This design comes from an exercise in tuning for small area and a short achievable clock period on the open sky130 flow, not from production work.
Only simulation tests tie the RTL to the original design; equivalence was not proved.
No activity file was given, so power comes from the tool's default toggle rates.

**design/flow/flow/run.sh**
```bash
#!/bin/bash
# The standard layout (standard.sh, all ORFS steps), with three changes:
# - synthesis leaves the adders to abc (ADDER_MAP_FILE empty: no full/half
#   adder cells are extracted; registers are untouched);
# - the ports are buffered with the smallest buffer (buf_1);
# - repair_timing aims for 14 ns of setup slack, which makes it size up the
#   critical paths although the 32 ns clock is met.
# All of the tools' output goes to standard.log; ORFS's own logs stay under
# orfs/logs.
export BUFFER_PORTS_ARGS="-buffer_cell sky130_fd_sc_hd__buf_1"
bash standard.sh ADDER_MAP_FILE= SETUP_SLACK_MARGIN=14 finish > standard.log 2>&1
```
**design/flow/standard.sh**
```bash
#!/bin/bash
# synth_recipe.tcl (not shown) runs the flow's synth.tcl, then flattens the netlist and writes it again
# the make line also repeats each setting of config.mk as NAME=value (left out here)
make -C /OpenROAD-flow-scripts/flow DESIGN_CONFIG=/design/flow/config.mk WORK_HOME=/design/flow/orfs CLKGATE_MAP_FILE= SYNTH_SCRIPT=/design/flow/synth_recipe.tcl "${@:-finish}"
```
**design/flow/config.mk**
```make
export PLATFORM = sky130hd
export DESIGN_NAME = ALU_TOP
export DESIGN_NICKNAME = ALU_TOP
export VERILOG_FILES = /design/flow/design.v
export SDC_FILE = /design/flow/constraint.sdc
export NUM_CORES = 4
export LEC_CHECK = 0
export ABC_AREA = 1
export CAP_MARGIN = 20
export CORE_MARGIN = 2
export CORE_UTILIZATION = 40
export SLEW_MARGIN = 20
```
**design/flow/constraint.sdc**
```tcl
create_clock -name core_clock -period 32.0 [get_ports {CLK}]
set_input_delay 6.4000 -clock core_clock [delete_from_list [all_inputs] [get_ports {CLK}]]
set_output_delay 6.4000 -clock core_clock [all_outputs]
set_load 0.01 [all_outputs]
```
**design/flow/design.v**
```verilog
module ALU_TOP #(parameter Width = 16)
(
  input  [Width-1:0] A,
  input  [Width-1:0] B,
  input  [3:0]       ALU_FUN,
  input              CLK,
  input              RST,
  output [Width-1:0] Arith_OUT,
  output             Arith_Flag,
  output             Carry_OUT,
  output [Width-1:0] Logic_Out,
  output             Logic_Flag,
  output [Width-1:0] CMP_OUT,
  output             CMP_Flag,
  output             Shift_Flag,
  output [Width-1:0] Shift_OUT
);
  wire mul1 = (ALU_FUN == 4'b0010);
  wire div1 = (ALU_FUN == 4'b0011);
  wire s1 = ~ALU_FUN[2] & (ALU_FUN[0] | ALU_FUN[3]);
  wire [15:0] bx1 = B ^ {16{s1}};
  wire [16:0] bz1;
  assign bz1[0] = 1'b1;
  assign bz1[1] = bz1[0] & ~B[15];
  assign bz1[2] = bz1[1] & ~B[14];
  assign bz1[3] = bz1[2] & ~B[13];
  assign bz1[4] = bz1[3] & ~B[12];
  assign bz1[5] = bz1[4] & ~B[11];
  assign bz1[6] = bz1[5] & ~B[10];
  assign bz1[7] = bz1[6] & ~B[9];
  assign bz1[8] = bz1[7] & ~B[8];
  assign bz1[9] = bz1[8] & ~B[7];
  assign bz1[10] = bz1[9] & ~B[6];
  assign bz1[11] = bz1[10] & ~B[5];
  assign bz1[12] = bz1[11] & ~B[4];
  assign bz1[13] = bz1[12] & ~B[3];
  assign bz1[14] = bz1[13] & ~B[2];
  assign bz1[15] = bz1[14] & ~B[1];
  assign bz1[16] = bz1[15] & ~B[0];
  wire r15_a = A[15] & ~mul1;
  wire [0:0] r15_t = r15_a;
  wire [0:0] r15_p = r15_t ^ bx1[0:0];
  wire [0:0] r15_g = r15_t & bx1[0:0];
  wire r15_G1 = r15_g[0] | (r15_p[0] & s1);
  wire [0:0] r15_s;
  assign r15_s[0] = r15_p[0] ^ s1;
  wire r15_c = r15_G1;
  wire r15_sel = (mul1 & A[15]) | (div1 & bz1[15] & r15_c);
  wire [0:0] r15_r = r15_sel ? r15_s : r15_t;
  wire r14_a = A[14] & ~mul1;
  wire [1:0] r14_t = {r15_r[0:0], r14_a};
  wire [1:0] r14_p = r14_t ^ bx1[1:0];
  wire [1:0] r14_g = r14_t & bx1[1:0];
  wire r14_G1 = r14_g[0] | (r14_p[0] & s1);
  wire r14_G2 = r14_g[1] | (r14_p[1] & r14_G1);
  wire [1:0] r14_s;
  assign r14_s[0] = r14_p[0] ^ s1;
  assign r14_s[1] = r14_p[1] ^ r14_G1;
  wire r14_c = r14_G2;
  wire r14_sel = (mul1 & A[14]) | (div1 & bz1[14] & r14_c);
  wire [1:0] r14_r = r14_sel ? r14_s : r14_t;
  wire r13_a = A[13] & ~mul1;
  wire [2:0] r13_t = {r14_r[1:0], r13_a};
  wire [2:0] r13_p = r13_t ^ bx1[2:0];
  wire [2:0] r13_g = r13_t & bx1[2:0];
  wire r13_G1 = r13_g[0] | (r13_p[0] & s1);
  wire r13_G2 = r13_g[2] | (r13_p[2] & r13_g[1]);
  wire r13_P2 = r13_p[2] & r13_p[1];
  wire r13_G3 = r13_G2 | (r13_P2 & r13_G1);
  wire r13_G4 = r13_g[1] | (r13_p[1] & r13_G1);
  wire [2:0] r13_s;
  assign r13_s[0] = r13_p[0] ^ s1;
  assign r13_s[1] = r13_p[1] ^ r13_G1;
  assign r13_s[2] = r13_p[2] ^ r13_G4;
  wire r13_c = r13_G3;
  wire r13_sel = (mul1 & A[13]) | (div1 & bz1[13] & r13_c);
  wire [2:0] r13_r = r13_sel ? r13_s : r13_t;
  wire r12_a = A[12] & ~mul1;
  wire [3:0] r12_t = {r13_r[2:0], r12_a};
  wire [3:0] r12_p = r12_t ^ bx1[3:0];
  wire [3:0] r12_g = r12_t & bx1[3:0];
  wire r12_G1 = r12_g[0] | (r12_p[0] & s1);
  wire r12_G2 = r12_g[2] | (r12_p[2] & r12_g[1]);
  wire r12_P2 = r12_p[2] & r12_p[1];
  wire r12_G3 = r12_G2 | (r12_P2 & r12_G1);
  wire r12_G4 = r12_g[1] | (r12_p[1] & r12_G1);
  wire r12_G5 = r12_g[3] | (r12_p[3] & r12_G3);
  wire [3:0] r12_s;
  assign r12_s[0] = r12_p[0] ^ s1;
  assign r12_s[1] = r12_p[1] ^ r12_G1;
  assign r12_s[2] = r12_p[2] ^ r12_G4;
  assign r12_s[3] = r12_p[3] ^ r12_G3;
  wire r12_c = r12_G5;
  wire r12_sel = (mul1 & A[12]) | (div1 & bz1[12] & r12_c);
  wire [3:0] r12_r = r12_sel ? r12_s : r12_t;
  wire r11_a = A[11] & ~mul1;
  wire [4:0] r11_t = {r12_r[3:0], r11_a};
  wire [4:0] r11_p = r11_t ^ bx1[4:0];
  wire [4:0] r11_g = r11_t & bx1[4:0];
  wire r11_G1 = r11_g[0] | (r11_p[0] & s1);
  wire r11_G2 = r11_g[2] | (r11_p[2] & r11_g[1]);
  wire r11_P2 = r11_p[2] & r11_p[1];
  wire r11_G3 = r11_g[4] | (r11_p[4] & r11_g[3]);
  wire r11_P3 = r11_p[4] & r11_p[3];
  wire r11_G4 = r11_G2 | (r11_P2 & r11_G1);
  wire r11_G5 = r11_G3 | (r11_P3 & r11_G4);
  wire r11_G6 = r11_g[1] | (r11_p[1] & r11_G1);
  wire r11_G7 = r11_g[3] | (r11_p[3] & r11_G4);
  wire [4:0] r11_s;
  assign r11_s[0] = r11_p[0] ^ s1;
  assign r11_s[1] = r11_p[1] ^ r11_G1;
  assign r11_s[2] = r11_p[2] ^ r11_G6;
  assign r11_s[3] = r11_p[3] ^ r11_G4;
  assign r11_s[4] = r11_p[4] ^ r11_G7;
  wire r11_c = r11_G5;
  wire r11_sel = (mul1 & A[11]) | (div1 & bz1[11] & r11_c);
  wire [4:0] r11_r = r11_sel ? r11_s : r11_t;
  wire r10_a = A[10] & ~mul1;
  wire [5:0] r10_t = {r11_r[4:0], r10_a};
  wire [5:0] r10_p = r10_t ^ bx1[5:0];
  wire [5:0] r10_g = r10_t & bx1[5:0];
  wire r10_G1 = r10_g[0] | (r10_p[0] & s1);
  wire r10_G2 = r10_g[2] | (r10_p[2] & r10_g[1]);
  wire r10_P2 = r10_p[2] & r10_p[1];
  wire r10_G3 = r10_g[4] | (r10_p[4] & r10_g[3]);
  wire r10_P3 = r10_p[4] & r10_p[3];
  wire r10_G4 = r10_G2 | (r10_P2 & r10_G1);
  wire r10_G5 = r10_G3 | (r10_P3 & r10_G4);
  wire r10_G6 = r10_g[1] | (r10_p[1] & r10_G1);
  wire r10_G7 = r10_g[3] | (r10_p[3] & r10_G4);
  wire r10_G8 = r10_g[5] | (r10_p[5] & r10_G5);
  wire [5:0] r10_s;
  assign r10_s[0] = r10_p[0] ^ s1;
  assign r10_s[1] = r10_p[1] ^ r10_G1;
  assign r10_s[2] = r10_p[2] ^ r10_G6;
  assign r10_s[3] = r10_p[3] ^ r10_G4;
  assign r10_s[4] = r10_p[4] ^ r10_G7;
  assign r10_s[5] = r10_p[5] ^ r10_G5;
  wire r10_c = r10_G8;
  wire r10_sel = (mul1 & A[10]) | (div1 & bz1[10] & r10_c);
  wire [5:0] r10_r = r10_sel ? r10_s : r10_t;
  wire r9_a = A[9] & ~mul1;
  wire [6:0] r9_t = {r10_r[5:0], r9_a};
  wire [6:0] r9_p = r9_t ^ bx1[6:0];
  wire [6:0] r9_g = r9_t & bx1[6:0];
  wire r9_G1 = r9_g[0] | (r9_p[0] & s1);
  wire r9_G2 = r9_g[2] | (r9_p[2] & r9_g[1]);
  wire r9_P2 = r9_p[2] & r9_p[1];
  wire r9_G3 = r9_g[4] | (r9_p[4] & r9_g[3]);
  wire r9_P3 = r9_p[4] & r9_p[3];
  wire r9_G4 = r9_g[6] | (r9_p[6] & r9_g[5]);
  wire r9_P4 = r9_p[6] & r9_p[5];
  wire r9_G5 = r9_G2 | (r9_P2 & r9_G1);
  wire r9_G6 = r9_G4 | (r9_P4 & r9_G3);
  wire r9_P6 = r9_P4 & r9_P3;
  wire r9_G7 = r9_G6 | (r9_P6 & r9_G5);
  wire r9_G8 = r9_G3 | (r9_P3 & r9_G5);
  wire r9_G9 = r9_g[1] | (r9_p[1] & r9_G1);
  wire r9_G10 = r9_g[3] | (r9_p[3] & r9_G5);
  wire r9_G11 = r9_g[5] | (r9_p[5] & r9_G8);
  wire [6:0] r9_s;
  assign r9_s[0] = r9_p[0] ^ s1;
  assign r9_s[1] = r9_p[1] ^ r9_G1;
  assign r9_s[2] = r9_p[2] ^ r9_G9;
  assign r9_s[3] = r9_p[3] ^ r9_G5;
  assign r9_s[4] = r9_p[4] ^ r9_G10;
  assign r9_s[5] = r9_p[5] ^ r9_G8;
  assign r9_s[6] = r9_p[6] ^ r9_G11;
  wire r9_c = r9_G7;
  wire r9_sel = (mul1 & A[9]) | (div1 & bz1[9] & r9_c);
  wire [6:0] r9_r = r9_sel ? r9_s : r9_t;
  wire r8_a = A[8] & ~mul1;
  wire [7:0] r8_t = {r9_r[6:0], r8_a};
  wire [7:0] r8_p = r8_t ^ bx1[7:0];
  wire [7:0] r8_g = r8_t & bx1[7:0];
  wire r8_G1 = r8_g[0] | (r8_p[0] & s1);
  wire r8_G2 = r8_g[2] | (r8_p[2] & r8_g[1]);
  wire r8_P2 = r8_p[2] & r8_p[1];
  wire r8_G3 = r8_g[4] | (r8_p[4] & r8_g[3]);
  wire r8_P3 = r8_p[4] & r8_p[3];
  wire r8_G4 = r8_g[6] | (r8_p[6] & r8_g[5]);
  wire r8_P4 = r8_p[6] & r8_p[5];
  wire r8_G5 = r8_G2 | (r8_P2 & r8_G1);
  wire r8_G6 = r8_G4 | (r8_P4 & r8_G3);
  wire r8_P6 = r8_P4 & r8_P3;
  wire r8_G7 = r8_G6 | (r8_P6 & r8_G5);
  wire r8_G8 = r8_G3 | (r8_P3 & r8_G5);
  wire r8_G9 = r8_g[1] | (r8_p[1] & r8_G1);
  wire r8_G10 = r8_g[3] | (r8_p[3] & r8_G5);
  wire r8_G11 = r8_g[5] | (r8_p[5] & r8_G8);
  wire r8_G12 = r8_g[7] | (r8_p[7] & r8_G7);
  wire [7:0] r8_s;
  assign r8_s[0] = r8_p[0] ^ s1;
  assign r8_s[1] = r8_p[1] ^ r8_G1;
  assign r8_s[2] = r8_p[2] ^ r8_G9;
  assign r8_s[3] = r8_p[3] ^ r8_G5;
  assign r8_s[4] = r8_p[4] ^ r8_G10;
  assign r8_s[5] = r8_p[5] ^ r8_G8;
  assign r8_s[6] = r8_p[6] ^ r8_G11;
  assign r8_s[7] = r8_p[7] ^ r8_G7;
  wire r8_c = r8_G12;
  wire r8_sel = (mul1 & A[8]) | (div1 & bz1[8] & r8_c);
  wire [7:0] r8_r = r8_sel ? r8_s : r8_t;
  wire r7_a = A[7] & ~mul1;
  wire [8:0] r7_t = {r8_r[7:0], r7_a};
  wire [8:0] r7_p = r7_t ^ bx1[8:0];
  wire [8:0] r7_g = r7_t & bx1[8:0];
  wire r7_G1 = r7_g[0] | (r7_p[0] & s1);
  wire r7_G2 = r7_g[2] | (r7_p[2] & r7_g[1]);
  wire r7_P2 = r7_p[2] & r7_p[1];
  wire r7_G3 = r7_g[4] | (r7_p[4] & r7_g[3]);
  wire r7_P3 = r7_p[4] & r7_p[3];
  wire r7_G4 = r7_g[6] | (r7_p[6] & r7_g[5]);
  wire r7_P4 = r7_p[6] & r7_p[5];
  wire r7_G5 = r7_g[8] | (r7_p[8] & r7_g[7]);
  wire r7_P5 = r7_p[8] & r7_p[7];
  wire r7_G6 = r7_G2 | (r7_P2 & r7_G1);
  wire r7_G7 = r7_G4 | (r7_P4 & r7_G3);
  wire r7_P7 = r7_P4 & r7_P3;
  wire r7_G8 = r7_G7 | (r7_P7 & r7_G6);
  wire r7_G9 = r7_G3 | (r7_P3 & r7_G6);
  wire r7_G10 = r7_G5 | (r7_P5 & r7_G8);
  wire r7_G11 = r7_g[1] | (r7_p[1] & r7_G1);
  wire r7_G12 = r7_g[3] | (r7_p[3] & r7_G6);
  wire r7_G13 = r7_g[5] | (r7_p[5] & r7_G9);
  wire r7_G14 = r7_g[7] | (r7_p[7] & r7_G8);
  wire [8:0] r7_s;
  assign r7_s[0] = r7_p[0] ^ s1;
  assign r7_s[1] = r7_p[1] ^ r7_G1;
  assign r7_s[2] = r7_p[2] ^ r7_G11;
  assign r7_s[3] = r7_p[3] ^ r7_G6;
  assign r7_s[4] = r7_p[4] ^ r7_G12;
  assign r7_s[5] = r7_p[5] ^ r7_G9;
  assign r7_s[6] = r7_p[6] ^ r7_G13;
  assign r7_s[7] = r7_p[7] ^ r7_G8;
  assign r7_s[8] = r7_p[8] ^ r7_G14;
  wire r7_c = r7_G10;
  wire r7_sel = (mul1 & A[7]) | (div1 & bz1[7] & r7_c);
  wire [8:0] r7_r = r7_sel ? r7_s : r7_t;
  reg [15:0]   BXr;   
  reg [6:0]  Alo;
  reg [8:0] Rr;    
  reg [15:7]   Qr;
  reg [1:0]    Fr;
  reg fA, fL, fC, fS;
  always @(posedge CLK) begin
    BXr <= bx1;
    Alo <= A[6:0];
    Rr  <= r7_r;
    Qr  <= {r15_sel, r14_sel, r13_sel, r12_sel, r11_sel, r10_sel, r9_sel, r8_sel, r7_sel};
    Fr  <= ALU_FUN[1:0];
  end
  always @(posedge CLK or negedge RST) begin
    if (!RST) begin
      fA <= 1'b0; fL <= 1'b0; fC <= 1'b0; fS <= 1'b0;
    end else begin
      fA <= (ALU_FUN[3:2] == 2'b00);
      fL <= (ALU_FUN[3:2] == 2'b01);
      fC <= (ALU_FUN[3:2] == 2'b10);
      fS <= (ALU_FUN[3:2] == 2'b11);
    end
  end
  wire add2 = fA & (Fr == 2'b00);
  wire sub2 = fA & (Fr == 2'b01);
  wire mul2 = fA & (Fr == 2'b10);
  wire div2 = fA & (Fr == 2'b11);
  wire sr = Fr[0] | fC;
  wire [16:0] bz2;
  assign bz2[0] = 1'b1;
  assign bz2[1] = bz2[0] & BXr[15];
  assign bz2[2] = bz2[1] & BXr[14];
  assign bz2[3] = bz2[2] & BXr[13];
  assign bz2[4] = bz2[3] & BXr[12];
  assign bz2[5] = bz2[4] & BXr[11];
  assign bz2[6] = bz2[5] & BXr[10];
  assign bz2[7] = bz2[6] & BXr[9];
  assign bz2[8] = bz2[7] & BXr[8];
  assign bz2[9] = bz2[8] & BXr[7];
  assign bz2[10] = bz2[9] & BXr[6];
  assign bz2[11] = bz2[10] & BXr[5];
  assign bz2[12] = bz2[11] & BXr[4];
  assign bz2[13] = bz2[12] & BXr[3];
  assign bz2[14] = bz2[13] & BXr[2];
  assign bz2[15] = bz2[14] & BXr[1];
  assign bz2[16] = bz2[15] & BXr[0];
  wire [15:0] Alo16 = {9'b0, Alo};
  wire r6_a = Alo16[6] & ~mul2;
  wire [9:0] r6_t = {Rr[8:0], r6_a};
  wire [9:0] r6_p = r6_t ^ BXr[9:0];
  wire [9:0] r6_g = r6_t & BXr[9:0];
  wire r6_G1 = r6_g[0] | (r6_p[0] & sr);
  wire r6_G2 = r6_g[2] | (r6_p[2] & r6_g[1]);
  wire r6_P2 = r6_p[2] & r6_p[1];
  wire r6_G3 = r6_g[4] | (r6_p[4] & r6_g[3]);
  wire r6_P3 = r6_p[4] & r6_p[3];
  wire r6_G4 = r6_g[6] | (r6_p[6] & r6_g[5]);
  wire r6_P4 = r6_p[6] & r6_p[5];
  wire r6_G5 = r6_g[8] | (r6_p[8] & r6_g[7]);
  wire r6_P5 = r6_p[8] & r6_p[7];
  wire r6_G6 = r6_G2 | (r6_P2 & r6_G1);
  wire r6_G7 = r6_G4 | (r6_P4 & r6_G3);
  wire r6_P7 = r6_P4 & r6_P3;
  wire r6_G8 = r6_G7 | (r6_P7 & r6_G6);
  wire r6_G9 = r6_G3 | (r6_P3 & r6_G6);
  wire r6_G10 = r6_G5 | (r6_P5 & r6_G8);
  wire r6_G11 = r6_g[1] | (r6_p[1] & r6_G1);
  wire r6_G12 = r6_g[3] | (r6_p[3] & r6_G6);
  wire r6_G13 = r6_g[5] | (r6_p[5] & r6_G9);
  wire r6_G14 = r6_g[7] | (r6_p[7] & r6_G8);
  wire r6_G15 = r6_g[9] | (r6_p[9] & r6_G10);
  wire [9:0] r6_s;
  assign r6_s[0] = r6_p[0] ^ sr;
  assign r6_s[1] = r6_p[1] ^ r6_G1;
  assign r6_s[2] = r6_p[2] ^ r6_G11;
  assign r6_s[3] = r6_p[3] ^ r6_G6;
  assign r6_s[4] = r6_p[4] ^ r6_G12;
  assign r6_s[5] = r6_p[5] ^ r6_G9;
  assign r6_s[6] = r6_p[6] ^ r6_G13;
  assign r6_s[7] = r6_p[7] ^ r6_G8;
  assign r6_s[8] = r6_p[8] ^ r6_G14;
  assign r6_s[9] = r6_p[9] ^ r6_G10;
  wire r6_c = r6_G15;
  wire r6_sel = (mul2 & Alo16[6]) | (div2 & bz2[6] & r6_c);
  wire [9:0] r6_r = r6_sel ? r6_s : r6_t;
  wire r5_a = Alo16[5] & ~mul2;
  wire [10:0] r5_t = {r6_r[9:0], r5_a};
  wire [10:0] r5_p = r5_t ^ BXr[10:0];
  wire [10:0] r5_g = r5_t & BXr[10:0];
  wire r5_G1 = r5_g[0] | (r5_p[0] & sr);
  wire r5_G2 = r5_g[2] | (r5_p[2] & r5_g[1]);
  wire r5_P2 = r5_p[2] & r5_p[1];
  wire r5_G3 = r5_g[4] | (r5_p[4] & r5_g[3]);
  wire r5_P3 = r5_p[4] & r5_p[3];
  wire r5_G4 = r5_g[6] | (r5_p[6] & r5_g[5]);
  wire r5_P4 = r5_p[6] & r5_p[5];
  wire r5_G5 = r5_g[8] | (r5_p[8] & r5_g[7]);
  wire r5_P5 = r5_p[8] & r5_p[7];
  wire r5_G6 = r5_g[10] | (r5_p[10] & r5_g[9]);
  wire r5_P6 = r5_p[10] & r5_p[9];
  wire r5_G7 = r5_G2 | (r5_P2 & r5_G1);
  wire r5_G8 = r5_G4 | (r5_P4 & r5_G3);
  wire r5_P8 = r5_P4 & r5_P3;
  wire r5_G9 = r5_G6 | (r5_P6 & r5_G5);
  wire r5_P9 = r5_P6 & r5_P5;
  wire r5_G10 = r5_G8 | (r5_P8 & r5_G7);
  wire r5_G11 = r5_G9 | (r5_P9 & r5_G10);
  wire r5_G12 = r5_G3 | (r5_P3 & r5_G7);
  wire r5_G13 = r5_G5 | (r5_P5 & r5_G10);
  wire r5_G14 = r5_g[1] | (r5_p[1] & r5_G1);
  wire r5_G15 = r5_g[3] | (r5_p[3] & r5_G7);
  wire r5_G16 = r5_g[5] | (r5_p[5] & r5_G12);
  wire r5_G17 = r5_g[7] | (r5_p[7] & r5_G10);
  wire r5_G18 = r5_g[9] | (r5_p[9] & r5_G13);
  wire [10:0] r5_s;
  assign r5_s[0] = r5_p[0] ^ sr;
  assign r5_s[1] = r5_p[1] ^ r5_G1;
  assign r5_s[2] = r5_p[2] ^ r5_G14;
  assign r5_s[3] = r5_p[3] ^ r5_G7;
  assign r5_s[4] = r5_p[4] ^ r5_G15;
  assign r5_s[5] = r5_p[5] ^ r5_G12;
  assign r5_s[6] = r5_p[6] ^ r5_G16;
  assign r5_s[7] = r5_p[7] ^ r5_G10;
  assign r5_s[8] = r5_p[8] ^ r5_G17;
  assign r5_s[9] = r5_p[9] ^ r5_G13;
  assign r5_s[10] = r5_p[10] ^ r5_G18;
  wire r5_c = r5_G11;
  wire r5_sel = (mul2 & Alo16[5]) | (div2 & bz2[5] & r5_c);
  wire [10:0] r5_r = r5_sel ? r5_s : r5_t;
  wire r4_a = Alo16[4] & ~mul2;
  wire [11:0] r4_t = {r5_r[10:0], r4_a};
  wire [11:0] r4_p = r4_t ^ BXr[11:0];
  wire [11:0] r4_g = r4_t & BXr[11:0];
  wire r4_G1 = r4_g[0] | (r4_p[0] & sr);
  wire r4_G2 = r4_g[2] | (r4_p[2] & r4_g[1]);
  wire r4_P2 = r4_p[2] & r4_p[1];
  wire r4_G3 = r4_g[4] | (r4_p[4] & r4_g[3]);
  wire r4_P3 = r4_p[4] & r4_p[3];
  wire r4_G4 = r4_g[6] | (r4_p[6] & r4_g[5]);
  wire r4_P4 = r4_p[6] & r4_p[5];
  wire r4_G5 = r4_g[8] | (r4_p[8] & r4_g[7]);
  wire r4_P5 = r4_p[8] & r4_p[7];
  wire r4_G6 = r4_g[10] | (r4_p[10] & r4_g[9]);
  wire r4_P6 = r4_p[10] & r4_p[9];
  wire r4_G7 = r4_G2 | (r4_P2 & r4_G1);
  wire r4_G8 = r4_G4 | (r4_P4 & r4_G3);
  wire r4_P8 = r4_P4 & r4_P3;
  wire r4_G9 = r4_G6 | (r4_P6 & r4_G5);
  wire r4_P9 = r4_P6 & r4_P5;
  wire r4_G10 = r4_G8 | (r4_P8 & r4_G7);
  wire r4_G11 = r4_G9 | (r4_P9 & r4_G10);
  wire r4_G12 = r4_G3 | (r4_P3 & r4_G7);
  wire r4_G13 = r4_G5 | (r4_P5 & r4_G10);
  wire r4_G14 = r4_g[1] | (r4_p[1] & r4_G1);
  wire r4_G15 = r4_g[3] | (r4_p[3] & r4_G7);
  wire r4_G16 = r4_g[5] | (r4_p[5] & r4_G12);
  wire r4_G17 = r4_g[7] | (r4_p[7] & r4_G10);
  wire r4_G18 = r4_g[9] | (r4_p[9] & r4_G13);
  wire r4_G19 = r4_g[11] | (r4_p[11] & r4_G11);
  wire [11:0] r4_s;
  assign r4_s[0] = r4_p[0] ^ sr;
  assign r4_s[1] = r4_p[1] ^ r4_G1;
  assign r4_s[2] = r4_p[2] ^ r4_G14;
  assign r4_s[3] = r4_p[3] ^ r4_G7;
  assign r4_s[4] = r4_p[4] ^ r4_G15;
  assign r4_s[5] = r4_p[5] ^ r4_G12;
  assign r4_s[6] = r4_p[6] ^ r4_G16;
  assign r4_s[7] = r4_p[7] ^ r4_G10;
  assign r4_s[8] = r4_p[8] ^ r4_G17;
  assign r4_s[9] = r4_p[9] ^ r4_G13;
  assign r4_s[10] = r4_p[10] ^ r4_G18;
  assign r4_s[11] = r4_p[11] ^ r4_G11;
  wire r4_c = r4_G19;
  wire r4_sel = (mul2 & Alo16[4]) | (div2 & bz2[4] & r4_c);
  wire [11:0] r4_r = r4_sel ? r4_s : r4_t;
  wire r3_a = Alo16[3] & ~mul2;
  wire [12:0] r3_t = {r4_r[11:0], r3_a};
  wire [12:0] r3_p = r3_t ^ BXr[12:0];
  wire [12:0] r3_g = r3_t & BXr[12:0];
  wire r3_G1 = r3_g[0] | (r3_p[0] & sr);
  wire r3_G2 = r3_g[2] | (r3_p[2] & r3_g[1]);
  wire r3_P2 = r3_p[2] & r3_p[1];
  wire r3_G3 = r3_g[4] | (r3_p[4] & r3_g[3]);
  wire r3_P3 = r3_p[4] & r3_p[3];
  wire r3_G4 = r3_g[6] | (r3_p[6] & r3_g[5]);
  wire r3_P4 = r3_p[6] & r3_p[5];
  wire r3_G5 = r3_g[8] | (r3_p[8] & r3_g[7]);
  wire r3_P5 = r3_p[8] & r3_p[7];
  wire r3_G6 = r3_g[10] | (r3_p[10] & r3_g[9]);
  wire r3_P6 = r3_p[10] & r3_p[9];
  wire r3_G7 = r3_g[12] | (r3_p[12] & r3_g[11]);
  wire r3_P7 = r3_p[12] & r3_p[11];
  wire r3_G8 = r3_G2 | (r3_P2 & r3_G1);
  wire r3_G9 = r3_G4 | (r3_P4 & r3_G3);
  wire r3_P9 = r3_P4 & r3_P3;
  wire r3_G10 = r3_G6 | (r3_P6 & r3_G5);
  wire r3_P10 = r3_P6 & r3_P5;
  wire r3_G11 = r3_G9 | (r3_P9 & r3_G8);
  wire r3_G12 = r3_G10 | (r3_P10 & r3_G11);
  wire r3_G13 = r3_G3 | (r3_P3 & r3_G8);
  wire r3_G14 = r3_G5 | (r3_P5 & r3_G11);
  wire r3_G15 = r3_G7 | (r3_P7 & r3_G12);
  wire r3_G16 = r3_g[1] | (r3_p[1] & r3_G1);
  wire r3_G17 = r3_g[3] | (r3_p[3] & r3_G8);
  wire r3_G18 = r3_g[5] | (r3_p[5] & r3_G13);
  wire r3_G19 = r3_g[7] | (r3_p[7] & r3_G11);
  wire r3_G20 = r3_g[9] | (r3_p[9] & r3_G14);
  wire r3_G21 = r3_g[11] | (r3_p[11] & r3_G12);
  wire [12:0] r3_s;
  assign r3_s[0] = r3_p[0] ^ sr;
  assign r3_s[1] = r3_p[1] ^ r3_G1;
  assign r3_s[2] = r3_p[2] ^ r3_G16;
  assign r3_s[3] = r3_p[3] ^ r3_G8;
  assign r3_s[4] = r3_p[4] ^ r3_G17;
  assign r3_s[5] = r3_p[5] ^ r3_G13;
  assign r3_s[6] = r3_p[6] ^ r3_G18;
  assign r3_s[7] = r3_p[7] ^ r3_G11;
  assign r3_s[8] = r3_p[8] ^ r3_G19;
  assign r3_s[9] = r3_p[9] ^ r3_G14;
  assign r3_s[10] = r3_p[10] ^ r3_G20;
  assign r3_s[11] = r3_p[11] ^ r3_G12;
  assign r3_s[12] = r3_p[12] ^ r3_G21;
  wire r3_c = r3_G15;
  wire r3_sel = (mul2 & Alo16[3]) | (div2 & bz2[3] & r3_c);
  wire [12:0] r3_r = r3_sel ? r3_s : r3_t;
  wire r2_a = Alo16[2] & ~mul2;
  wire [13:0] r2_t = {r3_r[12:0], r2_a};
  wire [13:0] r2_p = r2_t ^ BXr[13:0];
  wire [13:0] r2_g = r2_t & BXr[13:0];
  wire r2_G1 = r2_g[0] | (r2_p[0] & sr);
  wire r2_G2 = r2_g[2] | (r2_p[2] & r2_g[1]);
  wire r2_P2 = r2_p[2] & r2_p[1];
  wire r2_G3 = r2_g[4] | (r2_p[4] & r2_g[3]);
  wire r2_P3 = r2_p[4] & r2_p[3];
  wire r2_G4 = r2_g[6] | (r2_p[6] & r2_g[5]);
  wire r2_P4 = r2_p[6] & r2_p[5];
  wire r2_G5 = r2_g[8] | (r2_p[8] & r2_g[7]);
  wire r2_P5 = r2_p[8] & r2_p[7];
  wire r2_G6 = r2_g[10] | (r2_p[10] & r2_g[9]);
  wire r2_P6 = r2_p[10] & r2_p[9];
  wire r2_G7 = r2_g[12] | (r2_p[12] & r2_g[11]);
  wire r2_P7 = r2_p[12] & r2_p[11];
  wire r2_G8 = r2_G2 | (r2_P2 & r2_G1);
  wire r2_G9 = r2_G4 | (r2_P4 & r2_G3);
  wire r2_P9 = r2_P4 & r2_P3;
  wire r2_G10 = r2_G6 | (r2_P6 & r2_G5);
  wire r2_P10 = r2_P6 & r2_P5;
  wire r2_G11 = r2_G9 | (r2_P9 & r2_G8);
  wire r2_G12 = r2_G10 | (r2_P10 & r2_G11);
  wire r2_G13 = r2_G3 | (r2_P3 & r2_G8);
  wire r2_G14 = r2_G5 | (r2_P5 & r2_G11);
  wire r2_G15 = r2_G7 | (r2_P7 & r2_G12);
  wire r2_G16 = r2_g[1] | (r2_p[1] & r2_G1);
  wire r2_G17 = r2_g[3] | (r2_p[3] & r2_G8);
  wire r2_G18 = r2_g[5] | (r2_p[5] & r2_G13);
  wire r2_G19 = r2_g[7] | (r2_p[7] & r2_G11);
  wire r2_G20 = r2_g[9] | (r2_p[9] & r2_G14);
  wire r2_G21 = r2_g[11] | (r2_p[11] & r2_G12);
  wire r2_G22 = r2_g[13] | (r2_p[13] & r2_G15);
  wire [13:0] r2_s;
  assign r2_s[0] = r2_p[0] ^ sr;
  assign r2_s[1] = r2_p[1] ^ r2_G1;
  assign r2_s[2] = r2_p[2] ^ r2_G16;
  assign r2_s[3] = r2_p[3] ^ r2_G8;
  assign r2_s[4] = r2_p[4] ^ r2_G17;
  assign r2_s[5] = r2_p[5] ^ r2_G13;
  assign r2_s[6] = r2_p[6] ^ r2_G18;
  assign r2_s[7] = r2_p[7] ^ r2_G11;
  assign r2_s[8] = r2_p[8] ^ r2_G19;
  assign r2_s[9] = r2_p[9] ^ r2_G14;
  assign r2_s[10] = r2_p[10] ^ r2_G20;
  assign r2_s[11] = r2_p[11] ^ r2_G12;
  assign r2_s[12] = r2_p[12] ^ r2_G21;
  assign r2_s[13] = r2_p[13] ^ r2_G15;
  wire r2_c = r2_G22;
  wire r2_sel = (mul2 & Alo16[2]) | (div2 & bz2[2] & r2_c);
  wire [13:0] r2_r = r2_sel ? r2_s : r2_t;
  wire r1_a = Alo16[1] & ~mul2;
  wire [14:0] r1_t = {r2_r[13:0], r1_a};
  wire [14:0] r1_p = r1_t ^ BXr[14:0];
  wire [14:0] r1_g = r1_t & BXr[14:0];
  wire r1_G1 = r1_g[0] | (r1_p[0] & sr);
  wire r1_G2 = r1_g[2] | (r1_p[2] & r1_g[1]);
  wire r1_P2 = r1_p[2] & r1_p[1];
  wire r1_G3 = r1_g[4] | (r1_p[4] & r1_g[3]);
  wire r1_P3 = r1_p[4] & r1_p[3];
  wire r1_G4 = r1_g[6] | (r1_p[6] & r1_g[5]);
  wire r1_P4 = r1_p[6] & r1_p[5];
  wire r1_G5 = r1_g[8] | (r1_p[8] & r1_g[7]);
  wire r1_P5 = r1_p[8] & r1_p[7];
  wire r1_G6 = r1_g[10] | (r1_p[10] & r1_g[9]);
  wire r1_P6 = r1_p[10] & r1_p[9];
  wire r1_G7 = r1_g[12] | (r1_p[12] & r1_g[11]);
  wire r1_P7 = r1_p[12] & r1_p[11];
  wire r1_G8 = r1_g[14] | (r1_p[14] & r1_g[13]);
  wire r1_P8 = r1_p[14] & r1_p[13];
  wire r1_G9 = r1_G2 | (r1_P2 & r1_G1);
  wire r1_G10 = r1_G4 | (r1_P4 & r1_G3);
  wire r1_P10 = r1_P4 & r1_P3;
  wire r1_G11 = r1_G6 | (r1_P6 & r1_G5);
  wire r1_P11 = r1_P6 & r1_P5;
  wire r1_G12 = r1_G8 | (r1_P8 & r1_G7);
  wire r1_P12 = r1_P8 & r1_P7;
  wire r1_G13 = r1_G10 | (r1_P10 & r1_G9);
  wire r1_G14 = r1_G12 | (r1_P12 & r1_G11);
  wire r1_P14 = r1_P12 & r1_P11;
  wire r1_G15 = r1_G14 | (r1_P14 & r1_G13);
  wire r1_G16 = r1_G11 | (r1_P11 & r1_G13);
  wire r1_G17 = r1_G3 | (r1_P3 & r1_G9);
  wire r1_G18 = r1_G5 | (r1_P5 & r1_G13);
  wire r1_G19 = r1_G7 | (r1_P7 & r1_G16);
  wire r1_G20 = r1_g[1] | (r1_p[1] & r1_G1);
  wire r1_G21 = r1_g[3] | (r1_p[3] & r1_G9);
  wire r1_G22 = r1_g[5] | (r1_p[5] & r1_G17);
  wire r1_G23 = r1_g[7] | (r1_p[7] & r1_G13);
  wire r1_G24 = r1_g[9] | (r1_p[9] & r1_G18);
  wire r1_G25 = r1_g[11] | (r1_p[11] & r1_G16);
  wire r1_G26 = r1_g[13] | (r1_p[13] & r1_G19);
  wire [14:0] r1_s;
  assign r1_s[0] = r1_p[0] ^ sr;
  assign r1_s[1] = r1_p[1] ^ r1_G1;
  assign r1_s[2] = r1_p[2] ^ r1_G20;
  assign r1_s[3] = r1_p[3] ^ r1_G9;
  assign r1_s[4] = r1_p[4] ^ r1_G21;
  assign r1_s[5] = r1_p[5] ^ r1_G17;
  assign r1_s[6] = r1_p[6] ^ r1_G22;
  assign r1_s[7] = r1_p[7] ^ r1_G13;
  assign r1_s[8] = r1_p[8] ^ r1_G23;
  assign r1_s[9] = r1_p[9] ^ r1_G18;
  assign r1_s[10] = r1_p[10] ^ r1_G24;
  assign r1_s[11] = r1_p[11] ^ r1_G16;
  assign r1_s[12] = r1_p[12] ^ r1_G25;
  assign r1_s[13] = r1_p[13] ^ r1_G19;
  assign r1_s[14] = r1_p[14] ^ r1_G26;
  wire r1_c = r1_G15;
  wire r1_sel = (mul2 & Alo16[1]) | (div2 & bz2[1] & r1_c);
  wire [14:0] r1_r = r1_sel ? r1_s : r1_t;
  wire r0_a = Alo16[0] & ~mul2;
  wire [15:0] r0_t = {r1_r[14:0], r0_a};
  wire [15:0] r0_p = r0_t ^ BXr[15:0];
  wire [15:0] r0_g = r0_t & BXr[15:0];
  wire r0_G1 = r0_g[0] | (r0_p[0] & sr);
  wire r0_G2 = r0_g[2] | (r0_p[2] & r0_g[1]);
  wire r0_P2 = r0_p[2] & r0_p[1];
  wire r0_G3 = r0_g[4] | (r0_p[4] & r0_g[3]);
  wire r0_P3 = r0_p[4] & r0_p[3];
  wire r0_G4 = r0_g[6] | (r0_p[6] & r0_g[5]);
  wire r0_P4 = r0_p[6] & r0_p[5];
  wire r0_G5 = r0_g[8] | (r0_p[8] & r0_g[7]);
  wire r0_P5 = r0_p[8] & r0_p[7];
  wire r0_G6 = r0_g[10] | (r0_p[10] & r0_g[9]);
  wire r0_P6 = r0_p[10] & r0_p[9];
  wire r0_G7 = r0_g[12] | (r0_p[12] & r0_g[11]);
  wire r0_P7 = r0_p[12] & r0_p[11];
  wire r0_G8 = r0_g[14] | (r0_p[14] & r0_g[13]);
  wire r0_P8 = r0_p[14] & r0_p[13];
  wire r0_G9 = r0_G2 | (r0_P2 & r0_G1);
  wire r0_G10 = r0_G4 | (r0_P4 & r0_G3);
  wire r0_P10 = r0_P4 & r0_P3;
  wire r0_G11 = r0_G6 | (r0_P6 & r0_G5);
  wire r0_P11 = r0_P6 & r0_P5;
  wire r0_G12 = r0_G8 | (r0_P8 & r0_G7);
  wire r0_P12 = r0_P8 & r0_P7;
  wire r0_G13 = r0_G10 | (r0_P10 & r0_G9);
  wire r0_G14 = r0_G12 | (r0_P12 & r0_G11);
  wire r0_P14 = r0_P12 & r0_P11;
  wire r0_G15 = r0_G14 | (r0_P14 & r0_G13);
  wire r0_G16 = r0_G11 | (r0_P11 & r0_G13);
  wire r0_G17 = r0_G3 | (r0_P3 & r0_G9);
  wire r0_G18 = r0_G5 | (r0_P5 & r0_G13);
  wire r0_G19 = r0_G7 | (r0_P7 & r0_G16);
  wire r0_G20 = r0_g[1] | (r0_p[1] & r0_G1);
  wire r0_G21 = r0_g[3] | (r0_p[3] & r0_G9);
  wire r0_G22 = r0_g[5] | (r0_p[5] & r0_G17);
  wire r0_G23 = r0_g[7] | (r0_p[7] & r0_G13);
  wire r0_G24 = r0_g[9] | (r0_p[9] & r0_G18);
  wire r0_G25 = r0_g[11] | (r0_p[11] & r0_G16);
  wire r0_G26 = r0_g[13] | (r0_p[13] & r0_G19);
  wire r0_G27 = r0_g[15] | (r0_p[15] & r0_G15);
  wire [15:0] r0_s;
  assign r0_s[0] = r0_p[0] ^ sr;
  assign r0_s[1] = r0_p[1] ^ r0_G1;
  assign r0_s[2] = r0_p[2] ^ r0_G20;
  assign r0_s[3] = r0_p[3] ^ r0_G9;
  assign r0_s[4] = r0_p[4] ^ r0_G21;
  assign r0_s[5] = r0_p[5] ^ r0_G17;
  assign r0_s[6] = r0_p[6] ^ r0_G22;
  assign r0_s[7] = r0_p[7] ^ r0_G13;
  assign r0_s[8] = r0_p[8] ^ r0_G23;
  assign r0_s[9] = r0_p[9] ^ r0_G18;
  assign r0_s[10] = r0_p[10] ^ r0_G24;
  assign r0_s[11] = r0_p[11] ^ r0_G16;
  assign r0_s[12] = r0_p[12] ^ r0_G25;
  assign r0_s[13] = r0_p[13] ^ r0_G19;
  assign r0_s[14] = r0_p[14] ^ r0_G26;
  assign r0_s[15] = r0_p[15] ^ r0_G15;
  wire r0_c = r0_G27;
  wire r0_sel = (mul2 & Alo16[0]) | (div2 & bz2[0] & r0_c) | add2 | sub2;
  wire r0_rsel = (mul2 & Alo16[0]) | add2 | sub2;
  wire [15:0] r0_r = r0_rsel ? r0_s : r0_t;
  wire [15:0] Ar = {Rr, Alo};    
  assign Arith_OUT  = div2 ? {Qr, r6_sel, r5_sel, r4_sel, r3_sel, r2_sel, r1_sel, r0_sel} : (fA ? r0_r : 16'b0);
  assign Arith_Flag = fA;
  assign Carry_OUT  = add2 & r0_c;
  reg [15:0] lo;    
  always @(*) begin
    case (Fr)
      2'b00: lo = Ar & BXr;
      2'b01: lo = Ar | BXr;
      2'b10: lo = ~(Ar & BXr);
      default: lo = ~(Ar | BXr);
    endcase
  end
  assign Logic_Out  = fL ? lo : 16'b0;
  assign Logic_Flag = fL;
  wire eq = &(r0_t ^ BXr);
  wire ge = r0_c;
  wire gt = ge & ~eq;
  wire lt = ~ge;
  wire [1:0] cmp = (Fr == 2'b01) ? {1'b0, eq} :
                   (Fr == 2'b10) ? {gt, 1'b0} :
                   (Fr == 2'b11) ? {lt, lt} : 2'b00;
  assign CMP_OUT  = {14'b0, fC ? cmp : 2'b00};
  assign CMP_Flag = fC;
  reg [15:0] sh;
  always @(*) begin
    case (Fr)
      2'b00: sh = Ar >> 1;
      2'b01: sh = Ar << 1;
      2'b10: sh = BXr >> 1;      
      default: sh = BXr << 1;
    endcase
  end
  assign Shift_OUT  = fS ? sh : 16'b0;
  assign Shift_Flag = fS;
endmodule
```
==> results of run 1 <==
## power breakdown
part / leakage [µW] / internal, µW / switching, µW / total, µW
sequential: 0.000412 / 63.6 / 12.8 / 76.4
combinational: 0.00615 / 102 / 213 / 315
clock: 0.0000733 / 30.9 / 22.8 / 53.8
total: 0.00664 / 196 / 248 / 445
## sequential cells by signal (all words and copies together), names as in the netlist
signal,cells
Fr,2
fS,1
BXr,16
Qr,9
fA,1
fC,1
Alo,7
Rr,9
fL,1
## layer usage
| metal | global-route usage, % | vias to the layer above | wire [µm] |
|---|---|---|---|
| met5 | 0 | - | 0 |
| met2 | 47.0 | 517 | 18900 |
| met3 | 4.49 | 131 | 3270 |
| met4 | 13.5 | 0 | 2240 |
| li1 | - | 6829 | - |
| met1 | 32.8 | 5899 | 16400 |
## placed cells by master (no fill, tap or decap), types with 36 or more instances in the layout
master   instances
nand2_1        777
nand3_1        288
inv_1          236
nor2_1         155
buf_1           92
a21oi_1         89
o21ai_0         72
xor2_1          69
nand2_2         58
dfxtp_1         36
## cells by family (layout without fill, tap and decap cells)
family	count (synthesis)	in the layout
other cells	1	15
buf+inv	345	404
simple gates	1373	1379
flops	47	47
compound gates	241	241
xor+xnor	96	96
## final cells by class
| class | count | share of cell area, % |
|---|---|---|
| Multi-Input combinational cell | 1730 | 72.9 |
| Inverter | 278 | 8.90 |
| Sequential cell | 47 | 8.25 |
| Timing Repair Buffer | 119 | 5.01 |
| Tap cell | 341 | 3.62 |
| Clock buffer | 6 | 1.18 |
| Clock inverter | 1 | 0.0743 |
| Antenna cell | 1 | 0.0212 |
## metrics by stage
step                      util, %  hold slack [ps]  setup slack, ps
after floorplan                 -             6100            17340
after global placement       41.9             6240            14240
after detailed placement     41.9             6240            13850
after CTS                    42.6             5920            14050
after global routing         44.0             5940            13970
final                        44.0             5920            14630
## final timing paths
path	end	slack, ps	cells after the start
worst min-delay path	fA	5920	1
worst max-delay path	Arith_OUT[0]	14630	81
max in group asynchronous	fL	25880	1
min in group core_clock	Alo[0]	6190	1
## repair_timing
action	CTS	global route
cloned	0	7
pin swaps	0	10
setup buffers	0	13
endpoints found under the setup margin	16	19
gates resized for setup	4	43
hold buffers	0	0
==> results.json, run 1 <==
{
  "p_total_uw": 445,
  "synth-compound-area-share_pct": 13.0,
  "tightest_slew_ps": 1210,
  "stdcell_area_mm2": 0.0118,
  "synth-warning-count": 1,
  "grt_setup_unrepaired": "no",
  "clk_pin_slew_ps": 70,
  "vdd_ir_drop_max_mv": 0.0198,
  "die_w_um": 169,
  "placed_cell_area_mm2": 0.0112,
  "crit_path_start": "BXr[11]",
  "cts.sinks": 47,
  "dieArea_mm2": 0.0284,
  "synth.area.mux_share_pct": 0,
  "cts_root_buffer": "clkbuf_16",
  "arrival_ps": 10970,
  "synthTopCellsByArea": "nand2_1 (27%), nand3_1 (13%), inv_1 (8.2%)",
  "async_flop_share_pct": 8.51,
  "area_delta_synth_final_pct": 8.63,
  "nets": 2219,
  "synthCells": 2103,
  "h-tree-depth": 2,
  "status": "complete, no violations",
  "path_delay_family": "simple AND/OR/NAND/NOR gates",
  "path_buf_inv": 7,
  "synthXorXnorAreaFrac_pct": 7.82,
  "grt_max_degree": 46,
  "cts_made_buffers": 5,
  "avgSynthCellArea_um2": 5.16,
  "max_freq_mhz": 57.6,
  "drv_cap": 0,
  "route.detailed.drc": 0,
  "synth_top_cell_area_share_pct": 27.0,
  "coreArea_mm2": 0.0268,
  "end_kind": "output port",
  "hold_path_class": "in2async",
  "critPathMaxStageDelay_ps": 760,
  "core.rowCount": 60,
  "yosys.area_share.adder_pct": 0,
  "finalHoldViolations": 0,
  "grt_use_total_pct": 27.2,
  "ys_top_cells_by_count": "nand2_1 (781), nand3_1 (291), inv_1 (236)",
  "p_leak_uw": 0.00664,
  "finalCriticalPeriod_ps": 17370,
  "ys_seq_area_share_pct": 8.86,
  "cp_slowest_cell": "dfxtp_1",
  "worst-setup-path-type": "reg2out",
  "port_buffers": 92,
  "yosys_register_bits": 47,
  "multi_input_area_mm2": 0.00859,
  "critPathRequiredTime_ps": 25600,
  "cpMostUsedCell": "nand2_1",
  "period_share_pct": 54.3,
  "setup_tns_ps": 0,
  "drive_gt1_share_pct": 10.0,
  "fp.dieH_um": 169,
  "synthDistinctLibCells": 59,
  "maxSlewViolCount": 0,
  "dp_hpwl_um": 32400,
  "start_kind": "flip-flop",
  "regArea_um2": 972,
  "cts_tree": "built",
  "ys.flop_type": "dfxtp_1",
  "synth_top_family_by_area": "simple AND/OR/NAND/NOR gates",
  "pin_count": 107,
  "antenna_found_initial": 1,
  "synth_area_leader_cell": "nand2_1",
  "start_util_pct": 40.5,
  "grt_pass1_vias": 11703,
  "routed_wl_um": 40800,
  "grt_overflow_total": 0,
  "slew_headroom_pct": 18.5,
  "grt_pass1_wl_um": 61200,
  "via_per_inst": 5.30,
  "drt-pass1-iter-count": 6,
  "place.gp.congestion": 0.985,
  "cts_max_path_buffers": 2,
  "setup_viol": 0,
  "synth_edf_count": 0,
  "vias": 13376,
  "synth_simple_gate_area_share_pct": 55.8,
  "drt_iter0_markers": 1246,
  "p_per_area_mw_per_mm2": 37.8,
  "yosysMostFrequentCell": "nand2_1",
  "ant_nets": 0,
  "nFillCells": 3067,
  "placedCellCount": 2495,
  "syn_area_mm2": 0.0108,
  "instances_no_fill": 2523,
  "wire_per_inst_um": 16.2,
  "path_max_fanout": 17
}
==> run 2, diff against run 1 <==
--- a/design/flow/config.mk
+++ b/design/flow/config.mk
@@ -11,2 +11,3 @@
 export CORE_UTILIZATION = 40
+export CTS_BUF_LIST = sky130_fd_sc_hd__clkbuf_8
 export SLEW_MARGIN = 20
==> run 2 against run 1 <==
Critical path depth decreased by 3; highest routed layer unchanged; core utilization decreased by 0.19 points; critical path type unchanged; clock power decreased by 29%.
==> results.json, run 2 <==
{
  "hold_path_class": "in2async",
  "setup_tns_ps": 0,
  "area_delta_synth_final_pct": 8.17,
  "clk_pin_slew_ps": 90,
  "coreArea_mm2": 0.0268,
  "h-tree-depth": 2,
  "finalHoldViolations": 0,
  "crit_path_start": "BXr[11]",
  "synth-warning-count": 1,
  "nFillCells": 3065,
  "p_leak_uw": 0.00661,
  "vias": 13470,
  "regArea_um2": 972,
  "path_max_fanout": 17,
  "cts_made_buffers": 5,
  "avgSynthCellArea_um2": 5.16,
  "cts_tree": "built",
  "route.detailed.drc": 0,
  "grt_overflow_total": 0,
  "maxSlewViolCount": 0,
  "ys_seq_area_share_pct": 8.86,
  "place.gp.congestion": 0.985,
  "core.rowCount": 60,
  "fp.dieH_um": 169,
  "largest-register": "BXr",
  "nets": 2219,
  "cts_max_path_buffers": 2,
  "synth_edf_count": 0,
  "end_kind": "output port",
  "synth_area_leader_cell": "nand2_1",
  "finalCriticalPeriod_ps": 17230,
  "worst-setup-path-type": "reg2out",
  "yosysMostFrequentCell": "nand2_1",
  "pin_count": 107,
  "p_per_area_mw_per_mm2": 36.6,
  "synthCells": 2103,
  "drt-pass1-iter-count": 8,
  "tightest_slew_ps": 1180,
  "antenna_found_initial": 1,
  "critPathRequiredTime_ps": 25600,
  "grt_pass1_wl_um": 61200,
  "routed_wl_um": 40900,
  "setup_viol": 0,
  "dp_hpwl_um": 32400,
  "ys_top_cells_by_count": "nand2_1 (781), nand3_1 (291), inv_1 (236)",
  "arrival_ps": 10830,
  "cpMostUsedCell": "nand2_1",
  "critPathMaxStageDelay_ps": 810,
  "async_flop_share_pct": 8.51,
  "p_total_uw": 430,
  "grt_use_total_pct": 27.3,
  "ys.flop_type": "dfxtp_1",
  "drv_cap": 0,
  "grt_setup_unrepaired": "no",
  "grt_max_degree": 46,
  "cp_slowest_cell": "dfxtp_1",
  "via_per_inst": 5.34,
  "status": "complete, no violations",
  "drt_iter0_markers": 1234,
  "final_cell_mix": "nand2_1 (776), nand3_1 (288), inv_1 (236)",
  "largest_reg_flops": 16,
  "start_kind": "flip-flop",
  "top_regs": "BXr x16, Qr x9, Rr x9",
  "die_w_um": 169,
  "wire_per_inst_um": 16.2,
  "syn_area_mm2": 0.0108,
  "cts_root_buffer": "clkbuf_8",
  "yosys_register_bits": 47,
  "period_share_pct": 53.8,
  "synthTopCellsByArea": "nand2_1 (27%), nand3_1 (13%), inv_1 (8.2%)",
  "ant_nets": 0,
  "synth_top_cell_area_share_pct": 27.0,
  "dieArea_mm2": 0.0284,
  "layout_commonest_cell": "nand2_1",
  "slew_headroom_pct": 21.0,
  "multi_input_area_mm2": 0.00860,
  "cts.sinks": 47,
  "port_buffers": 92,
  "synthDistinctLibCells": 59,
  "drive_gt1_share_pct": 10.1,
  "grt_pass1_vias": 11732,
  "max_freq_mhz": 58.1,
  "vdd_ir_drop_max_mv": 0.0181,
  "start_util_pct": 40.5
}
-- run 2: cell count changes in the layout (fill, tap and decap cells not counted), sizes merged --
cell	delta
clkinvlp	+1
clkinv	-1
-- run 2: metal layers --
metal,vias to the layer above,GRT usage (%),wire length (µm)
met2,531,46.6,18800
met5,-,0,0
met4,0,14.9,2350
met3,132,4.61,3310
met1,5967,32.6,16400
li1,6840,-,-
-- run 2: metrics by stage --
step	hold WS, ps	setup WS (ps)	utilization [%]	std cells	cell area (µm²)
3_5_place_dp	6240	13850	41.9	2495	11200
5_1_grt	5890	13960	43.8	2522	11700
6_report	5900	14770	43.8	2523	11700
2_1_floorplan	6100	17340	-	2116	10900
3_3_place_gp	6240	14240	41.9	2495	11200
4_1_cts	5880	14000	42.4	2502	11400
-- run 2: logic make-up after synthesis --
logic type,count (synthesis),share of synthesized area (%)
flops,47,8.86
buf+inv,345,14.5
xor+xnor,96,7.82
simple gates,1373,55.8
compound gates,241,13.0
other cells,1,0.0346
-- run 2: area by class of cell --
class	count	share of cell area [%]
clock inverter	1	0.0747
timing repair buffer	119	5.03
inverter	278	8.97
clock buffer	6	0.704
multi-input combinational	1730	73.3
antenna	1	0.0213
sequential	47	8.29
tap	341	3.64
-- run 2: how the worst max path moves through the flow --
stage	end	slack (ps)	cells past startpoint
final	Arith_OUT[0]	14770	78
after global routing	Arith_OUT[14]	13960	91
after CTS	Carry_OUT	14000	82
after detailed placement	Carry_OUT	13850	82
after global placement	Carry_OUT	14240	82
after floorplan	Carry_OUT	17340	95
-- run 2: power breakdown --
| group | internal, µW | switching (µW) |
|---|---|---|
| clock | 17.4 | 20.6 |
| combinational | 102 | 214 |
| sequential | 63.5 | 12.8 |
-- run 2: worst max-delay path, delay by kind of cell, from the launching register on --
family,cells,cell delay [ps]
AOI/OAI and AO/OA,6,1290
DFF,1,810
and+or+nand+nor,65,7210
buffers and inverters,7,1180
-- run 2: what timing repair did --
item / 4_1_cts / 5_1_grt
endpoints found under the setup margin: 16 / 19
hold buffers: 0 / 0
gates resized for setup: 4 / 45
buffers inserted: 0 / 13
cloned: 0 / 7
pin swaps: 0 / 10
endpoints found under the hold margin: 0 / 0
==> run 3, diff against run 2 <==
--- a/design/flow/config.mk
+++ b/design/flow/config.mk
@@ -13 +13,2 @@
 export SLEW_MARGIN = 20
+export TNS_END_PERCENT = 10
==> run 3 against run 2 <==
First-iteration DRC count stayed put; maximum frequency stayed put; critical endpoint unchanged; non-clock buffer count stayed put; sequential share of layout area stayed put; flip-flop and latch count stayed put; worst hold slack stayed put; clock power hardly changed; largest power group unchanged; via count stayed put.
==> results.json, run 3 <==
{
  "routed_wl_um": 40900,
  "coreArea_mm2": 0.0268,
  "cts_max_path_buffers": 2,
  "grt_pass1_wl_um": 61200,
  "grt_setup_unrepaired": "no",
  "grt_use_met1_pct": 32.6,
  "synthDistinctLibCells": 59,
  "syn_area_mm2": 0.0108,
  "ys.flop_type": "dfxtp_1",
  "worst-setup-path-type": "reg2out",
  "arrival_ps": 10830,
  "regArea_um2": 972,
  "cpMostUsedCell": "nand2_1",
  "start_kind": "flip-flop",
  "stdcell_area_mm2": 0.0117,
  "max_freq_mhz": 58.1,
  "grt.met2_usage_pct": 46.6,
  "async_flop_share_pct": 8.51,
  "place_ws_ps": 13850,
  "p_per_area_mw_per_mm2": 36.6,
  "path_max_fanout": 17,
  "synth-warning-count": 1,
  "synth_top_cell_area_share_pct": 27.0,
  "grt.busiest_layer": "met2",
  "route.detailed.drc": 0,
  "instances_no_fill": 2523,
  "finalCriticalPeriod_ps": 17230,
  "place.gp.congestion": 0.985,
  "tightest_slew_ps": 1180,
  "via_per_inst": 5.34,
  "critPathMaxStageDelay_ps": 810,
  "cts.sinks": 47,
  "grt_pass1_vias": 11732,
  "grt_overflow_total": 0,
  "maxSlewViolCount": 0,
  "drive_gt1_share_pct": 10.1,
  "clk_pin_slew_ps": 90,
  "port_buffers": 92,
  "met3_usage_pct": 4.61,
  "yosysMostFrequentCell": "nand2_1",
  "vias": 13470,
  "ant_nets": 0,
  "grt_max_degree": 46,
  "top_regs": "BXr x16, Qr x9, Rr x9",
  "power.switching_uw": 247,
  "dp_hpwl_um": 32400,
  "path_buf_inv": 7,
  "intPower_uw": 183,
  "fp.dieH_um": 169,
  "p_leak_uw": 0.00661,
  "cp_slowest_cell": "dfxtp_1",
  "start_util_pct": 40.5,
  "setup_viol": 0,
  "hold_path_class": "in2async",
  "nFillCells": 3065,
  "multi_input_area_mm2": 0.00860,
  "synth_area_leader_cell": "nand2_1",
  "finalHoldViolations": 0,
  "end_kind": "output port",
  "layout_commonest_cell": "nand2_1",
  "wire_per_inst_um": 16.2,
  "setup_tns_ps": 0,
  "nets": 2219,
  "placed_cell_area_mm2": 0.0112,
  "worst_slack_ps": 14770,
  "largest_reg_flops": 16,
  "ys_seq_area_share_pct": 8.86,
  "dieArea_mm2": 0.0284,
  "cts_root_buffer": "clkbuf_8",
  "drt_iter0_markers": 1234,
  "slew_headroom_pct": 21.0,
  "pin_count": 107,
  "synthCells": 2103,
  "die_w_um": 169,
  "vdd_ir_drop_max_mv": 0.0181,
  "synth_edf_count": 0,
  "cts_made_buffers": 5,
  "period_share_pct": 53.8,
  "area_delta_synth_final_pct": 8.17,
  "drt-pass1-iter-count": 8,
  "path_delay_family": "simple AND/OR/NAND/NOR gates",
  "comb_power_share_pct": 73.4,
  "largest-register": "BXr",
  "cts_tree": "built",
  "avgSynthCellArea_um2": 5.16,
  "power_frac_seq_pct": 17.8,
  "placedCellCount": 2495,
  "ys_top_cells_by_count": "nand2_1 (781), nand3_1 (291), inv_1 (236)",
  "clkPwrFrac_pct": 8.8,
  "h-tree-depth": 2,
  "critPathRequiredTime_ps": 25600,
  "drv_cap": 0,
  "grt_use_total_pct": 27.3,
  "status": "complete, no violations",
  "final_cell_mix": "nand2_1 (776), nand3_1 (288), inv_1 (236)",
  "antenna_found_initial": 1,
  "p_sw_share_pct": 57.4,
  "yosys_register_bits": 47,
  "core.rowCount": 60,
  "synthTopCellsByArea": "nand2_1 (27%), nand3_1 (13%), inv_1 (8.2%)"
}
==> run 3: final cells by class <==
type                            instances  area share [%]
Sequential cell                        47            8.29
Clock buffer                            6           0.704
Multi-Input combinational cell       1730            73.3
Antenna cell                            1          0.0213
Inverter                              278            8.97
Timing Repair Buffer                  119            5.03
Tap cell                              341            3.64
Clock inverter                          1          0.0747
==> run 3: worst max-delay path by stage <==
stage                       start       endpoint  slack, ps  depth (start not counted)
after floorplan             Fr[0]      Carry_OUT      17340                         95
after global placement      Fr[0]      Carry_OUT      14240                         82
after detailed placement    Fr[0]      Carry_OUT      13850                         82
after CTS                   Fr[0]      Carry_OUT      14000                         82
after global routing        Fr[1]  Arith_OUT[14]      13960                         91
final                     BXr[11]   Arith_OUT[0]      14770                         78
==> run 3: kinds of logic after synthesis <==
kind of cell,after synthesis,share of synthesized area [%]
buf+inv,345,14.5
other cells,1,0.0346
simple gates,1373,55.8
flops,47,8.86
xor+xnor,96,7.82
compound gates,241,13.0
==> run 3: power groups by stage <==
stage	registers, µW	logic, µW	clock network [µW]
after detailed placement	76.8	301	0
after global placement	76.8	299	0
after floorplan	68.2	240	0
after CTS	75.4	303	39.7
final	76.4	316	38.0
after global routing	76.5	352	41.9
==> run 3: stage by stage <==
step / util (%) / hold WS, ps / total power [µW]
after floorplan: - / 6100 / 308
after global placement: 41.9 / 6240 / 376
after detailed placement: 41.9 / 6240 / 378
after CTS: 42.4 / 5880 / 418
after global routing: 43.8 / 5890 / 470
final: 43.8 / 5900 / 430
==> run 3: what timing repair did <==
| action | 4_1_cts | 5_1_grt |
|---|---|---|
| setup endpoints to repair | 16 | 19 |
| gates cloned | 0 | 7 |
| resized for setup | 4 | 45 |
| setup buffers | 0 | 13 |
| hold buffers | 0 | 0 |
| pin swaps | 0 | 10 |
==> run 3: per-layer routing <==
metal / share of wire (%) / wire length (µm)
met2: 46 / 18800
met3: 8.1 / 3310
met5: 0 / 0
met4: 5.7 / 2350
met1: 40 / 16400
==> run 4, diff against run 3 <==
--- a/design/flow/flow/run.sh
+++ b/design/flow/flow/run.sh
@@ -10,2 +10,2 @@
 export BUFFER_PORTS_ARGS="-buffer_cell sky130_fd_sc_hd__buf_1"
-bash standard.sh ADDER_MAP_FILE= SETUP_SLACK_MARGIN=14 finish > standard.log 2>&1
+bash standard.sh ADDER_MAP_FILE= SETUP_SLACK_MARGIN=13 finish > standard.log 2>&1
--- a/design/flow/config.mk
+++ b/design/flow/config.mk
@@ -13,2 +13 @@
 export SLEW_MARGIN = 20
-export TNS_END_PERCENT = 10
==> run 4 against run 3 <==
Maximum frequency decreased by 3.8%; still clean; combinational power decreased by 3%; sequential share of layout area increased by 0.18 points; total power decreased by 2.0%; global-route usage about the same; non-clock buffer count decreased by 13; cell area decreased by 2.8%; area after synthesis unchanged; flip-flop and latch count unchanged; clock power about the same; clock-buffer cell count unchanged.
==> results.json, run 4 <==
{
  "arrival_ps": 11500,
  "vdd_ir_drop_max_mv": 0.0181,
  "grt_pass1_vias": 11739,
  "final_cell_mix": "nand2_1 (780), nand3_1 (291), inv_1 (236)",
  "synth_area_leader_cell": "nand2_1",
  "dieArea_mm2": 0.0284,
  "nFillCells": 3101,
  "critPathRequiredTime_ps": 25600,
  "syn_area_mm2": 0.0108,
  "tightest_slew_ps": 787,
  "layout_commonest_cell": "nand2_1",
  "ant_nets": 0,
  "placedCellCount": 2495,
  "h-tree-depth": 2,
  "largest-register": "BXr",
  "nets": 2200,
  "core.rowCount": 60,
  "largest_reg_flops": 16,
  "setup_tns_ps": 0,
  "status": "complete, no violations",
  "synth_top_cell_area_share_pct": 27.0,
  "worst-setup-path-type": "reg2out",
  "coreArea_mm2": 0.0268,
  "hold_path_class": "in2async",
  "ys_top_cells_by_count": "nand2_1 (781), nand3_1 (291), inv_1 (236)",
  "p_per_area_mw_per_mm2": 36.9,
  "cts_max_path_buffers": 2,
  "cts.sinks": 47,
  "synthDistinctLibCells": 59,
  "grt_pass1_wl_um": 61200,
  "port_buffers": 92,
  "ys_seq_area_share_pct": 8.86,
  "cts_tree": "built",
  "maxSlewViolCount": 0,
  "dp_hpwl_um": 32400,
  "top_regs": "BXr x16, Qr x9, Rr x9",
  "cpMostUsedCell": "nand2_1",
  "drive_gt1_share_pct": 8.46,
  "drt-pass1-iter-count": 7,
  "instances_no_fill": 2504,
  "synthCells": 2103,
  "ys.flop_type": "dfxtp_1",
  "cts_root_buffer": "clkbuf_8",
  "start_util_pct": 40.5,
  "cp-endpoint": "Carry_OUT",
  "p_leak_uw": 0.00646,
  "area_delta_synth_final_pct": 5.11,
  "clk_pin_slew_ps": 100,
  "finalHoldViolations": 0,
  "synth_edf_count": 0,
  "via_per_inst": 5.27,
  "fp.dieH_um": 169,
  "antenna_found_initial": 1,
  "grt_use_total_pct": 27.3,
  "async_flop_share_pct": 8.51,
  "grt_overflow_total": 0,
  "drt_iter0_markers": 1086,
  "finalCriticalPeriod_ps": 17900,
  "synth-warning-count": 1,
  "yosysMostFrequentCell": "nand2_1",
  "cts_made_buffers": 5,
  "hold_buffers": 0,
  "wire_per_inst_um": 15.9,
  "drv_cap": 0,
  "place.gp.congestion": 0.985,
  "vias": 13189,
  "avgSynthCellArea_um2": 5.16,
  "path_max_fanout": 23,
  "die_w_um": 169,
  "route.detailed.drc": 0,
  "end_kind": "output port",
  "grt_setup_unrepaired": "no",
  "multi_input_area_mm2": 0.00841,
  "routed_wl_um": 39900,
  "setup_viol": 0,
  "critPathMaxStageDelay_ps": 760,
  "grt_max_degree": 46,
  "crit_path_start": "BXr[11]",
  "pin_count": 107,
  "max_freq_mhz": 55.9,
  "slew_headroom_pct": 47.4,
  "start_kind": "flip-flop",
  "synthTopCellsByArea": "nand2_1 (27%), nand3_1 (13%), inv_1 (8.2%)",
  "cp_slowest_cell": "dfxtp_1",
  "period_share_pct": 55.9,
  "yosys_register_bits": 47,
  "regArea_um2": 965
}
==> run 4: cells by family after synthesis <==
logic type | Yosys count | synth area share (%)
AND/OR/NAND/NOR | 1373 | 55.8
buffers and inverters | 345 | 14.5
AO/OA/AOI/OAI | 241 | 13.0
XOR/XNOR | 96 | 7.82
flip-flops | 47 | 8.86
other | 1 | 0.0346
==> run 4: routing by layer <==
layer	share of wire [%]	vias to the layer above	routed length (µm)	track usage, %
li1	-	6789	-	-
met1	40	5826	16100	32.5
met2	46	444	18300	46.7
met3	8.0	130	3200	4.65
met4	5.7	0	2290	14.9
met5	0	-	0	0
==> run 4: power by group <==
group	internal [µW]	switching, µW
combinational	99.2	208
sequential	63.4	12.6
clock	17.4	20.7
total	180	241
==> run 4: how the worst min path moves through the flow <==
stage	startpoint	to	slack, ps	depth (start not counted)
floorplan	RST	fA	6100	0
global placement	RST	fC	6240	1
detailed placement	RST	fA	6240	1
CTS	RST	fA	5880	1
global route	RST	fA	5890	1
finish	RST	fA	5890	1
==> run 4: final cells by class <==
type	instances	share of cell area, %
clock buffer	6	0.724
tap	341	3.74
antenna	1	0.0219
multi-input combinational	1724	73.7
sequential	47	8.46
clock inverter	1	0.0768
timing repair buffer	106	4.05
inverter	278	9.20
==> run 4: critical path: cells and delay by family, from the launching register on <==
| family | cells | cell delay, ps |
|---|---|---|
| DFF | 1 | 760 |
| buffers and inverters | 3 | 960 |
| AOI/OAI and AO/OA | 4 | 920 |
| and+or+nand+nor | 70 | 8470 |
==> run 4: per-stage QoR <==
stage / utilization (%) / hold slack, ps / worst slack, ps / power, µW / area (µm²)
after floorplan: - / 6100 / 17340 / 308 / 10900
after global placement: 41.9 / 6240 / 14240 / 376 / 11200
after detailed placement: 41.9 / 6240 / 13850 / 378 / 11200
after CTS: 42.3 / 5880 / 13480 / 417 / 11300
after global routing: 42.5 / 5890 / 13040 / 463 / 11400
final: 42.5 / 5890 / 14100 / 421 / 11400
==> run 4: timing repair <==
item	CTS	global route
endpoints found under the hold margin	0	0
setup buffers	0	1
endpoints found under the setup margin	0	19
gates resized for setup	0	13

-- static timing again, ports no longer ideal --
Ports are ideal in the flow. The routed layouts listed here were re-timed in OpenROAD.
Step 1: set_driving_cell puts a clkbuf_16 on CLK and a buf_2 on each other input, an assumption about the parent block.
Step 2 adds t to the input delays and takes it off the output delays; t is the mean of the earliest and latest rising clock arrival at the registers after step 1. Input paths then give back, and output paths get back, about the clock's delay inside the block.
Slacks: ideal / step 1 / step 2; pairs: ideal / step 1.
| run | shift t [ns] | slack for setup (ns) | worst data-port slew with drivers (ns) | cell pins on the clock port's net |
|---|---|---|---|---|
| run 1 | 0.334 | 14.630 / 14.590 / 14.924 | 0.09 | 1 |
| run 2 | 0.348 | 14.775 / 14.741 / 15.088 | 0.09 | 1 |
| run 3 | 0.348 | 14.775 / 14.741 / 15.088 | 0.09 | 1 |
| run 4 | 0.348 | 14.101 / 14.067 / 14.414 | 0.09 | 1 |
After both steps every run listed still meets setup and hold.
